What follows belongs to an exercise in optimizing a design on an open flow for small area; a production flow would make more cautious choices. Where RTL was checked, it was by simulation tests only, not by an equivalence proof against the original.

==> module fir_decimator, before the edit <==
module fir_decimator (
    input  logic               clk,
    input  logic               rst_n,
    input  logic               take,
    input  logic [4:0]         blk,
    output logic               valid_out,
    output logic signed [15:0] data_out
);
    logic [4:0]  hold;       
    logic [3:0]  wp;         
    logic        wrapped;    
    logic        v1, v2;     
    logic [3:0]  ph;         
    logic        px, py;     
    logic [1:0]  st;         
    logic        s0;         
    logic        clr;        
    logic [79:0] ring;       
    logic [31:0] acc;
    localparam logic [1:0] IDLE = 2'd0, WAIT = 2'd1, SW1 = 2'd2, SW2 = 2'd3;
    logic [3:0]  n, ph_n, wp_n, kc, k;
    logic        late, run, elig, x_a, y_a, x_b, y_b, use_ring, en, isy, load, f;
    logic [4:0]  o;
    inc4 iph (.x(ph), .ci(1'b1), .y(ph_n));
    inc4 iwp (.x(wp), .ci(take), .y(wp_n));
    assign n    = {wp[3:2], 2'b11};
    assign late = v1 | v2;
    assign run  = st[1];
    sub4 skc (.x(n), .y(ph), .d(kc));
    assign elig = run & (kc != 4'd1) & (kc != 4'd2) & (kc != 4'd3) & (kc != 4'd13);
    assign x_a  = v1 & (wp[1:0] == 2'd3);
    assign y_a  = v2 & (wp[1:0] == 2'd3);
    assign x_b  = px & (ph == wp);
    assign y_b  = py & (ph_n == wp);
    assign use_ring = elig;
    assign isy  = use_ring ? st[0] : (y_a | y_b);
    assign en   = elig | x_a | y_a | x_b | y_b;
    assign k    = use_ring ? kc : {2'b00, ~wp[1:0]};
    assign o    = use_ring ? ring[4:0] : hold;
    assign f    = (use_ring ? (ph == 4'd1) : (wp == 4'd1)) & ~wrapped;
    assign load = clr | (v2 & (wp[1:0] == 2'd0));
    always_ff @(posedge clk or negedge rst_n) begin
        if (!rst_n) begin
            hold    <= '0;
            wp      <= '0;
            wrapped <= 1'b0;
            v1      <= 1'b0;
            v2      <= 1'b0;
            ph      <= '0;
            px      <= 1'b0;
            py      <= 1'b0;
            st      <= IDLE;
            clr     <= 1'b1;
        end else begin
            ph <= ph_n;
            v1 <= take;
            v2 <= v1;
            wp <= wp_n;
            if (take) begin
                hold    <= blk;
                if (wp == 4'd15) wrapped <= 1'b1;
            end
            if (ph == 4'd15) clr <= 1'b0;
            if (take)     px <= (wp[1:0] == 2'd0) | (wp[1:0] == 2'd1);
            else if (x_b) px <= 1'b0;
            if (take)     py <= (wp[1:0] == 2'd0) | (wp[1:0] == 2'd1);
            else if (y_b) py <= 1'b0;
            if (v2 & (wp[1:0] == 2'd0)) st <= WAIT;
            else if (ph[2:0] == 3'd7 && (st == WAIT || ph[3] != s0)) begin
                st <= (st == WAIT) ? SW1 : (st == SW1) ? SW2 : IDLE;
            end
        end
    end
    always_ff @(posedge clk)
        if (ph[2:0] == 3'd7 && st == WAIT) s0 <= ph_n[3];
    always_ff @(posedge clk) begin
        ring[74:0]  <= ring[79:5];
        ring[79:75] <= (clr | (ph == wp)) ? hold : ring[4:0];
    end
    logic [14:0] c;
    logic        cneg;
    always_comb begin
        case (k)
            4'd0, 4'd1, 4'd15: c = (k == 4'd0) ? 15'd119 : 15'd197;
            4'd2, 4'd14:       c = 15'd692;
            4'd4, 4'd12:       c = 15'd2613;
            4'd5, 4'd11:       c = 15'd2855;
            4'd6, 4'd10:       c = 15'd5177;
            4'd7, 4'd9:        c = 15'd18681;
            4'd8:              c = 15'd25580;
            default:           c = 15'd0;
        endcase
        cneg = (k == 4'd0) | (k == 4'd4) | (k == 4'd5) | (k == 4'd11) | (k == 4'd12);
    end
    logic [2:0] d1;
    logic       neg, two, one, neg3, one3, enx, e_neg;
    assign d1  = o[4:2] + {2'b00, o[1]};
    assign neg = en & ((isy ? o[1] : d1[2]) ^ cneg);
    assign two = en & (isy ? (o[1] & ~o[0]) : ((d1 == 3'd2) | (d1 == 3'b110)));
    assign one = en & (isy ? o[0] : d1[0]);
    assign enx = en & ~isy;
    always_comb begin
        if (f) begin
            one3  = enx & ~o[4];
            e_neg = 1'b1;
        end else begin
            one3  = enx & ((~o[4] & (o != 5'd0)) | (o == 5'b11000));
            e_neg = ~o[4];
        end
    end
    assign neg3 = one3 & (e_neg ^ cneg);
    logic [15:0] m, t;
    logic [16:0] ap;
    logic [14:0] m3, t3;
    logic [15:0] a3;
    logic [18:0] pp;         
    assign m  = two ? {c, 1'b0} : one ? {1'b0, c} : 16'd0;
    assign t  = m ^ {16{neg}};
    assign ap = {en & ~neg, t};
    assign pp = isy ? {2'b00, ap} : {ap, a3[13:12]};
    assign m3 = one3 ? c : 15'd0;
    assign t3 = m3 ^ {15{neg3}};
    assign a3 = {enx & ~neg3, t3};
    logic [31:0] sum, kload;
    fir_sum add (.acc(acc), .a3({a3[15:14], 2'b00, a3[11:0]}), .pp(pp), .neg12(neg & isy), .neg14(neg & ~isy),
                 .neg3(neg3), .sum(sum));
    localparam logic [31:0] KSTEP  = 32'h40000000 + 32'h10000000 + 32'h00008000;
    localparam logic [31:0] KBASE  = 32'd0 - 32'd15 * KSTEP;
    localparam logic [31:0] KFIRST = 32'd0 - 32'd3 * KSTEP + 32'd692 * 2048;
    assign kload = clr ? KFIRST :
                   KBASE + (wrapped ? 32'd0 : (wp[3] ^ wp[2]) ? 32'd5177 * 2048 : 32'd692 * 2048);
    always_ff @(posedge clk) begin
        if (load) acc[15:0] <= kload[15:0];
        else      acc[15:0] <= sum[15:0];
    end
    always_ff @(posedge clk or negedge rst_n) begin
        if (!rst_n)    acc[31:16] <= '0;
        else if (load) acc[31:16] <= kload[31:16];
        else           acc[31:16] <= sum[31:16];
    end
    assign valid_out = late ? (wp[1:0] == 2'd0) : (wp[1:0] == 2'd3);
    assign data_out  = acc[31:16];
endmodule
export LEC_CHECK = 0
export CAP_MARGIN = 20
export CORE_MARGIN = 2
export CORE_UTILIZATION = 40
export CTS_BUF_LIST = sky130_fd_sc_hd__clkbuf_8
export SLEW_MARGIN = 20
create_clock -name core_clock -period 20.0 [get_ports {clk}]
standard.sh (not shown) runs the stock make flow with config.mk's settings and CLKGATE_MAP_FILE= SYNTH_SCRIPT=/design/flow/synth_recipe.tcl, a recipe that flattens the netlist after the stock synthesis.
==> flow/flow/run.sh <==
#!/bin/bash
# The standard layout with two changes: the port buffers are the smallest
# buffer cell, and clock tree synthesis adds no dummy loads. Each tool's full
# output stays in ORFS's own logs; make's output goes to standard.log here.
set -euo pipefail
export BUFFER_PORTS_ARGS="-buffer_cell sky130_fd_sc_hd__buf_1"
export CTS_ARGS="-sink_clustering_enable -repair_clock_nets -buf_list sky130_fd_sc_hd__clkbuf_8 -dont_use_dummy_load"
bash standard.sh > standard.log 2>&1
The starting point passed the timing, DRC and antenna checks.
Then changed:
--- a/flow/design.v
+++ b/flow/design.v
@@ -231,8 +231,9 @@
             ph      <= '0;
             px      <= 1'b0;
             py      <= 1'b0;
             st      <= IDLE;
+            s0      <= 1'b0;
             clr     <= 1'b1;
         end else begin
             ph <= ph_n;
             v1 <= take;
@@ -248,14 +249,13 @@
             if (take)     py <= (wp[1:0] == 2'd0) | (wp[1:0] == 2'd1);
             else if (y_b) py <= 1'b0;
             if (v2 & (wp[1:0] == 2'd0)) st <= WAIT;
             else if (ph[2:0] == 3'd7 && (st == WAIT || ph[3] != s0)) begin
+                s0 <= ph_n[3];
                 st <= (st == WAIT) ? SW1 : (st == SW1) ? SW2 : IDLE;
             end
         end
     end
-    always_ff @(posedge clk)
-        if (ph[2:0] == 3'd7 && st == WAIT) s0 <= ph_n[3];
     always_ff @(posedge clk) begin
         ring[74:0]  <= ring[79:5];
         ring[79:75] <= (clr | (ph == wp)) ? hold : ring[4:0];
     end
Result:
- final cell count shrinks by 3.6%
- synthesized cell count shrinks by 4.7%
- routed wire length shrinks by 10%
- final area shrinks by 2.0%
- first-iteration DRC count shrinks by 37%
- synthesized area shrinks by 1.9%
- global-route usage shrinks by 1.6 points
- via count shrinks by 7.4%
- register-to-register slack degrades by 0.17 ns
- worst setup slack degrades by 0.17 ns
- clock skew grows by 0.0071 ns
- utilization shrinks by 0.47 points
- maximum frequency shrinks by 1.3%


== the baseline ==
Starting RTL as in the previous note.
==> module sdm_dac_1st, before the edit <==
module sdm_dac_1st (
    input  logic        clk,
    input  logic        rst_n,
    input  logic        valid_in,
    input  logic [15:0] din,
    output logic        valid_out,
    output logic        dout
);
    logic [17:0] acc, y, t;
    logic [15:0] u;
    logic [16:0] z;    
    logic        s;
    assign s = acc[17];
    assign u = {~din[15], din[14:0]};
    always_comb begin
        z[0] = ~s;
        for (int i = 0; i < 16; i++) begin
            z[i+1] = z[i] & ~u[i];
            y[i]   = u[i] ^ z[i];
        end
        y[16] = s | z[16];
        y[17] = s | z[16];
    end
    dac_sum add (.acc(acc), .y(y), .t(t));
    always_ff @(posedge clk or negedge rst_n) begin
        if (!rst_n) begin
            acc       <= '0;
            valid_out <= 1'b0;
        end else begin
            valid_out <= valid_in;
            if (valid_in) acc <= t;
        end
    end
    assign dout = s;
endmodule
Settings: LEC_CHECK=0, ABC_AREA=1, CAP_MARGIN=20, CORE_MARGIN=2, CORE_UTILIZATION=40, CTS_BUF_LIST=sky130_fd_sc_hd__clkbuf_8, SLEW_MARGIN=20; clock period 20.0 ns.
==> flow/flow/run.sh <==
#!/bin/bash
# The standard layout with these changes: the port buffers are the
# smallest buffer cell, clock tree synthesis adds no dummy loads, and after
# floorplanning OpenROAD's restructure re-maps the combinational logic for
# area (flow/restructure.tcl). Logs here: standard.log (make), filter_lib.log,
# restructure_abc.log; ORFS's own logs are under orfs/logs.
set -euo pipefail
export RUN_DIR="$PWD"
export BUFFER_PORTS_ARGS="-buffer_cell sky130_fd_sc_hd__buf_1"
export POST_FLOORPLAN_TCL="$PWD/flow/restructure.tcl"
export CTS_ARGS="-sink_clustering_enable -repair_clock_nets -buf_list sky130_fd_sc_hd__clkbuf_8 -dont_use_dummy_load"
bash standard.sh > standard.log 2>&1
==> flow/flow/filter_lib.py <==
"""Write a copy of the platform's liberty without the cells the platform marks
don't-use, for the logic restructuring step (which reads a liberty file itself)."""
import sys, re
src, dst = sys.argv[1], sys.argv[2]
dont = set(sys.argv[3].split())
text = open(src).read()
out, i, dropped = [], 0, 0


pos = 0
pat = re.compile(r'\n(\s*)cell\s*\(\s*"?(\w+)"?\s*\)\s*\{')
while True:
    m = pat.search(text, pos)
    if not m:
        out.append(text[pos:])
        break
    # find the end of this cell group by brace counting
    depth, j = 1, m.end()
    while depth:
        c = text[j]
        if c == '{':
            depth += 1
        elif c == '}':
            depth -= 1
        j += 1
    if m.group(2) in dont:
        out.append(text[pos:m.start()])
        dropped += 1
    else:
        out.append(text[pos:j])
    pos = j
open(dst, 'w').write(''.join(out))
print(f"dropped {dropped} cells")
==> flow/flow/restructure.tcl <==
# Area recovery on the combinational logic between registers (registers and
# ports untouched), mapped onto the platform's cells minus its don't-use list.
set rmp_dir $::env(RESULTS_DIR)/rmp
file mkdir $rmp_dir
set rmp_lib $rmp_dir/rmp.lib
exec python3 [file join [file dirname [info script]] filter_lib.py] \
  [lindex $::env(LIB_FILES) 0] $rmp_lib $::env(DONT_USE_CELLS) \
  > $::env(RUN_DIR)/filter_lib.log 2>@1
restructure -target area -liberty_file $rmp_lib \
  -tielo_port sky130_fd_sc_hd__conb_1/LO -tiehi_port sky130_fd_sc_hd__conb_1/HI \
  -work_dir $rmp_dir -abc_logfile $::env(RUN_DIR)/restructure_abc.log
> inputs changed (the baseline -> the candidate)
--- a/flow/design.v
+++ b/flow/design.v
@@ -13,12 +13,14 @@
     assign s = acc[17];
     assign u = {~din[15], din[14:0]};
+    logic sv;
+    assign sv = s & valid_in;
     always_comb begin
-        z[0] = ~s;
+        z[0] = ~s & valid_in;
         for (int i = 0; i < 16; i++) begin
             z[i+1] = z[i] & ~u[i];
-            y[i]   = u[i] ^ z[i];
+            y[i]   = (u[i] & valid_in) ^ z[i];
         end
-        y[16] = s | z[16];
-        y[17] = s | z[16];
+        y[16] = sv | z[16];
+        y[17] = sv | z[16];
     end
     dac_sum add (.acc(acc), .y(y), .t(t));
@@ -29,5 +31,5 @@
         end else begin
             valid_out <= valid_in;
-            if (valid_in) acc <= t;
+            acc <= t;
         end
     end
--- outcome ---
Proportion of final cell area spent on non-clock buffers: the candidate vs the baseline — no meaningful difference
In the candidate, least setup slack across all paths after layout is higher than in the baseline.
Summary of the candidate over the baseline: global-route wire length before repair rose 3.7%; register-to-register slack rose 560 ps; met2 capacity usage during global routing rose 1.1 points.
For the candidate, only the layout was checked, not whether the RTL still works.


## north
Another version of the RTL of top (not shown whole).
For scale: ~930 cells after synthesis, roughly 160 flip-flops, ~40 I/O pins, ~0.0082 sq mm of cells after synthesis.
==> module fir_decimator, before the edit <==
module fir_decimator (
    input  logic               clk,
    input  logic               rst_n,
    input  logic               take,
    input  logic [4:0]         blk,
    output logic               valid_out,
    output logic signed [15:0] data_out
);
    logic [4:0]  hold;       
    logic [3:0]  wp;         
    logic        wrapped;    
    logic        v1, v2;     
    logic [3:0]  ph;         
    logic        px, py;     
    logic [1:0]  st;         
    logic        s0;         
    logic        clr;        
    logic [79:0] ring;       
    logic [31:0] acc;
    localparam logic [1:0] IDLE = 2'd0, WAIT = 2'd1, SW1 = 2'd2, SW2 = 2'd3;
    logic [3:0]  n, ph_n, wp_n, kc, k;
    logic        late, run, elig, x_a, y_a, x_b, y_b, use_ring, en, isy, load, f;
    logic [4:0]  o;
    inc4 iph (.x(ph), .ci(1'b1), .y(ph_n));
    inc4 iwp (.x(wp), .ci(take), .y(wp_n));
    assign n    = {wp[3:2], 2'b11};
    assign late = v1 | v2;
    assign run  = st[1];
    sub4 skc (.x(n), .y(ph), .d(kc));
    assign elig = run & (kc != 4'd1) & (kc != 4'd2) & (kc != 4'd3) & (kc != 4'd13);
    assign x_a  = v1 & (wp[1:0] == 2'd3);
    assign y_a  = v2 & (wp[1:0] == 2'd3);
    assign x_b  = px & (ph == wp);
    assign y_b  = py & (ph_n == wp);
    assign use_ring = elig;
    assign isy  = use_ring ? st[0] : (y_a | y_b);
    assign en   = elig | x_a | y_a | x_b | y_b;
    assign k    = use_ring ? kc : {2'b00, ~wp[1:0]};
    assign o    = use_ring ? ring[4:0] : hold;
    assign f    = (use_ring ? (ph == 4'd1) : (wp == 4'd1)) & ~wrapped;
    assign load = clr | (v2 & (wp[1:0] == 2'd0));
    always_ff @(posedge clk or negedge rst_n) begin
        if (!rst_n) begin
            hold    <= '0;
            wp      <= '0;
            wrapped <= 1'b0;
            v1      <= 1'b0;
            v2      <= 1'b0;
            ph      <= '0;
            px      <= 1'b0;
            py      <= 1'b0;
            st      <= IDLE;
            s0      <= 1'b0;
            clr     <= 1'b1;
        end else begin
            ph <= ph_n;
            v1 <= take;
            v2 <= v1;
            wp <= wp_n;
            if (take) begin
                hold    <= blk;
                if (wp == 4'd15) wrapped <= 1'b1;
            end
            if (ph == 4'd15) clr <= 1'b0;
            if (take)     px <= (wp[1:0] == 2'd0) | (wp[1:0] == 2'd1);
            else if (x_b) px <= 1'b0;
            if (take)     py <= (wp[1:0] == 2'd0) | (wp[1:0] == 2'd1);
            else if (y_b) py <= 1'b0;
            if (v2 & (wp[1:0] == 2'd0)) st <= WAIT;
            else if (ph[2:0] == 3'd7 && (st == WAIT || ph[3] != s0)) begin
                s0 <= ph_n[3];
                st <= (st == WAIT) ? SW1 : (st == SW1) ? SW2 : IDLE;
            end
        end
    end
    always_ff @(posedge clk) begin
        ring[74:0]  <= ring[79:5];
        ring[79:75] <= (clr | (ph == wp)) ? hold : ring[4:0];
    end
    logic [14:0] c;
    logic        cneg;
    always_comb begin
        case (k)
            4'd0, 4'd1, 4'd15: c = (k == 4'd0) ? 15'd119 : 15'd197;
            4'd2, 4'd14:       c = 15'd692;
            4'd4, 4'd12:       c = 15'd2613;
            4'd5, 4'd11:       c = 15'd2855;
            4'd6, 4'd10:       c = 15'd5177;
            4'd7, 4'd9:        c = 15'd18681;
            4'd8:              c = 15'd25580;
            default:           c = 15'd0;
        endcase
        cneg = (k == 4'd0) | (k == 4'd4) | (k == 4'd5) | (k == 4'd11) | (k == 4'd12);
    end
    logic [2:0] d1;
    logic       neg, two, one, neg3, one3, enx, e_neg;
    assign d1  = o[4:2] + {2'b00, o[1]};
    assign neg = en & ((isy ? o[1] : d1[2]) ^ cneg);
    assign two = en & (isy ? (o[1] & ~o[0]) : ((d1 == 3'd2) | (d1 == 3'b110)));
    assign one = en & (isy ? o[0] : d1[0]);
    assign enx = en & ~isy;
    always_comb begin
        if (f) begin
            one3  = enx & ~o[4];
            e_neg = 1'b1;
        end else begin
            one3  = enx & ((~o[4] & (o != 5'd0)) | (o == 5'b11000));
            e_neg = ~o[4];
        end
    end
    assign neg3 = one3 & (e_neg ^ cneg);
    logic [15:0] m, t;
    logic [16:0] ap;
    logic [14:0] m3, t3;
    logic [15:0] a3;
    logic [18:0] pp;         
    assign m  = two ? {c, 1'b0} : one ? {1'b0, c} : 16'd0;
    assign t  = m ^ {16{neg}};
    assign ap = {en & ~neg, t};
    assign pp = isy ? {2'b00, ap} : {ap, a3[13:12]};
    assign m3 = one3 ? c : 15'd0;
    assign t3 = m3 ^ {15{neg3}};
    assign a3 = {enx & ~neg3, t3};
    logic [31:0] sum, kload;
    fir_sum add (.acc(acc), .a3({a3[15:14], 2'b00, a3[11:0]}), .pp(pp), .neg12(neg & isy), .neg14(neg & ~isy),
                 .neg3(neg3), .sum(sum));
    localparam logic [31:0] KSTEP  = 32'h40000000 + 32'h10000000 + 32'h00008000;
    localparam logic [31:0] KBASE  = 32'd0 - 32'd15 * KSTEP;
    localparam logic [31:0] KFIRST = 32'd0 - 32'd3 * KSTEP + 32'd692 * 2048;
    assign kload = clr ? KFIRST :
                   KBASE + (wrapped ? 32'd0 : (wp[3] ^ wp[2]) ? 32'd5177 * 2048 : 32'd692 * 2048);
    always_ff @(posedge clk) begin
        if (load) acc[15:0] <= kload[15:0];
        else      acc[15:0] <= sum[15:0];
    end
    always_ff @(posedge clk or negedge rst_n) begin
        if (!rst_n)    acc[31:16] <= '0;
        else if (load) acc[31:16] <= kload[31:16];
        else           acc[31:16] <= sum[31:16];
    end
    assign valid_out = late ? (wp[1:0] == 2'd0) : (wp[1:0] == 2'd3);
    assign data_out  = acc[31:16];
endmodule
clock: 20.0 ns
lec_check: 0
abc_area: 1
cap_margin: 20
core_margin: 2
core_utilization: 40
cts_buf_list: sky130_fd_sc_hd__clkbuf_8
slew_margin: 20
==> flow/flow/run.sh <==
#!/bin/bash
# The standard layout with these changes: the port buffers are the
# smallest buffer cell, clock tree synthesis adds no dummy loads, and after
# floorplanning OpenROAD's restructure re-maps the combinational logic for
# area (flow/restructure.tcl). Logs here: standard.log (make's output) and
# filter_lib.log; OpenROAD's output, restructure's included, is in ORFS's own
# logs under orfs/logs.
set -euo pipefail
export RUN_DIR="$PWD"
export BUFFER_PORTS_ARGS="-buffer_cell sky130_fd_sc_hd__buf_1"
export POST_FLOORPLAN_TCL="$PWD/flow/restructure.tcl"
export CTS_ARGS="-sink_clustering_enable -repair_clock_nets -buf_list sky130_fd_sc_hd__clkbuf_8 -dont_use_dummy_load"
bash standard.sh > standard.log 2>&1
==> flow/flow/filter_lib.py <==
"""Write a copy of the platform's liberty without the cells the platform marks
don't-use, for the logic restructuring step (which reads a liberty file itself)."""
import sys, re
src, dst = sys.argv[1], sys.argv[2]
dont = set(sys.argv[3].split())
text = open(src).read()
out, dropped = [], 0
pos = 0
pat = re.compile(r'\n(\s*)cell\s*\(\s*"?(\w+)"?\s*\)\s*\{')
while True:
    m = pat.search(text, pos)
    if not m:
        out.append(text[pos:])
        break
    # find the end of this cell group by brace counting
    depth, j = 1, m.end()
    while depth:
        c = text[j]
        if c == '{':
            depth += 1
        elif c == '}':
            depth -= 1
        j += 1
    if m.group(2) in dont:
        out.append(text[pos:m.start()])
        dropped += 1
    else:
        out.append(text[pos:j])
    pos = j
open(dst, 'w').write(''.join(out))
print(f"dropped {dropped} cells")
Scripts as last shown in full above: flow/flow/restructure.tcl
## Diff of input files: south against north
--- a/flow/design.v
+++ b/flow/design.v
@@ -207,8 +207,9 @@
     logic [4:0]  o;
     inc4 iph (.x(ph), .ci(1'b1), .y(ph_n));
     inc4 iwp (.x(wp), .ci(take), .y(wp_n));
     assign n    = {wp[3:2], 2'b11};
+    assign clr  = (st == SW2) & (wp == 4'd0) & ~wrapped;
     assign late = v1 | v2;
     assign run  = st[1];
     sub4 skc (.x(n), .y(ph), .d(kc));
     assign elig = run & (kc != 4'd1) & (kc != 4'd2) & (kc != 4'd3) & (kc != 4'd13);
@@ -232,11 +233,10 @@
             v2      <= 1'b0;
             ph      <= '0;
             px      <= 1'b0;
             py      <= 1'b0;
-            st      <= IDLE;
+            st      <= SW2;      
             s0      <= 1'b0;
-            clr     <= 1'b1;
         end else begin
             ph <= ph_n;
             v1 <= take;
             v2 <= v1;
@@ -244,9 +244,8 @@
             if (take) begin
                 hold    <= blk;
                 if (wp == 4'd15) wrapped <= 1'b1;
             end
-            if (ph == 4'd15) clr <= 1'b0;
             if (take)     px <= (wp[1:0] == 2'd0) | (wp[1:0] == 2'd1);
             else if (x_b) px <= 1'b0;
             if (take)     py <= (wp[1:0] == 2'd0) | (wp[1:0] == 2'd1);
             else if (y_b) py <= 1'b0;
==> notes.md <==
Looking at the reports, south completed the entire flow and the layout it produced met the timing, DRC and antenna checks. south against north: final worst-path setup slack increased 640 ps. Maximum fanout encountered on the critical timing path: south < north. There was hardly any difference in global-route usage between north and south. A cell type of the slowest stage on the worst timing path of sky130_fd_sc_hd__nor2_1 is what south shows, while sky130_fd_sc_hd__a31oi_1 belongs to north. north → south: post-route clock period utilization went down by 3.2 points; hold slack went up by 3.8 ps.

[separate check: timing with driven ports]
No port has a modelled driver above. Below, the same layouts with a new extraction and two added sets of constraints. Step 1, drivers: a clkbuf_16 drives clk and a buf_2 each remaining input, both assumed. Step 2, shift: input delay + t, output delay - t, t = (earliest + latest rising clock arrival at the registers) / 2. This alone moves slack from input paths to output paths. a / b / c = no drivers / after step 1 / after step 2; a / b = the first two.
| run | t, ns | setup slack, ns | worst data-port slew with drivers (ns) |
|---|---|---|---|
| the first run of note 1 | 0.468 | 7.232 / 7.232 / 7.232 | 0.03 |
| the second run of note 1 | 0.463 | 7.065 / 7.065 / 7.065 | 0.03 |
| the baseline | 0.463 | 6.910 / 6.910 / 6.910 | 0.04 |
| the candidate | 0.469 | 7.472 / 7.472 / 7.472 | 0.03 |
| north | 0.467 | 6.277 / 6.277 / 6.277 | 0.04 |
| south | 0.469 | 6.921 / 6.921 / 6.921 | 0.04 |
After both steps every run listed still meets setup and hold.
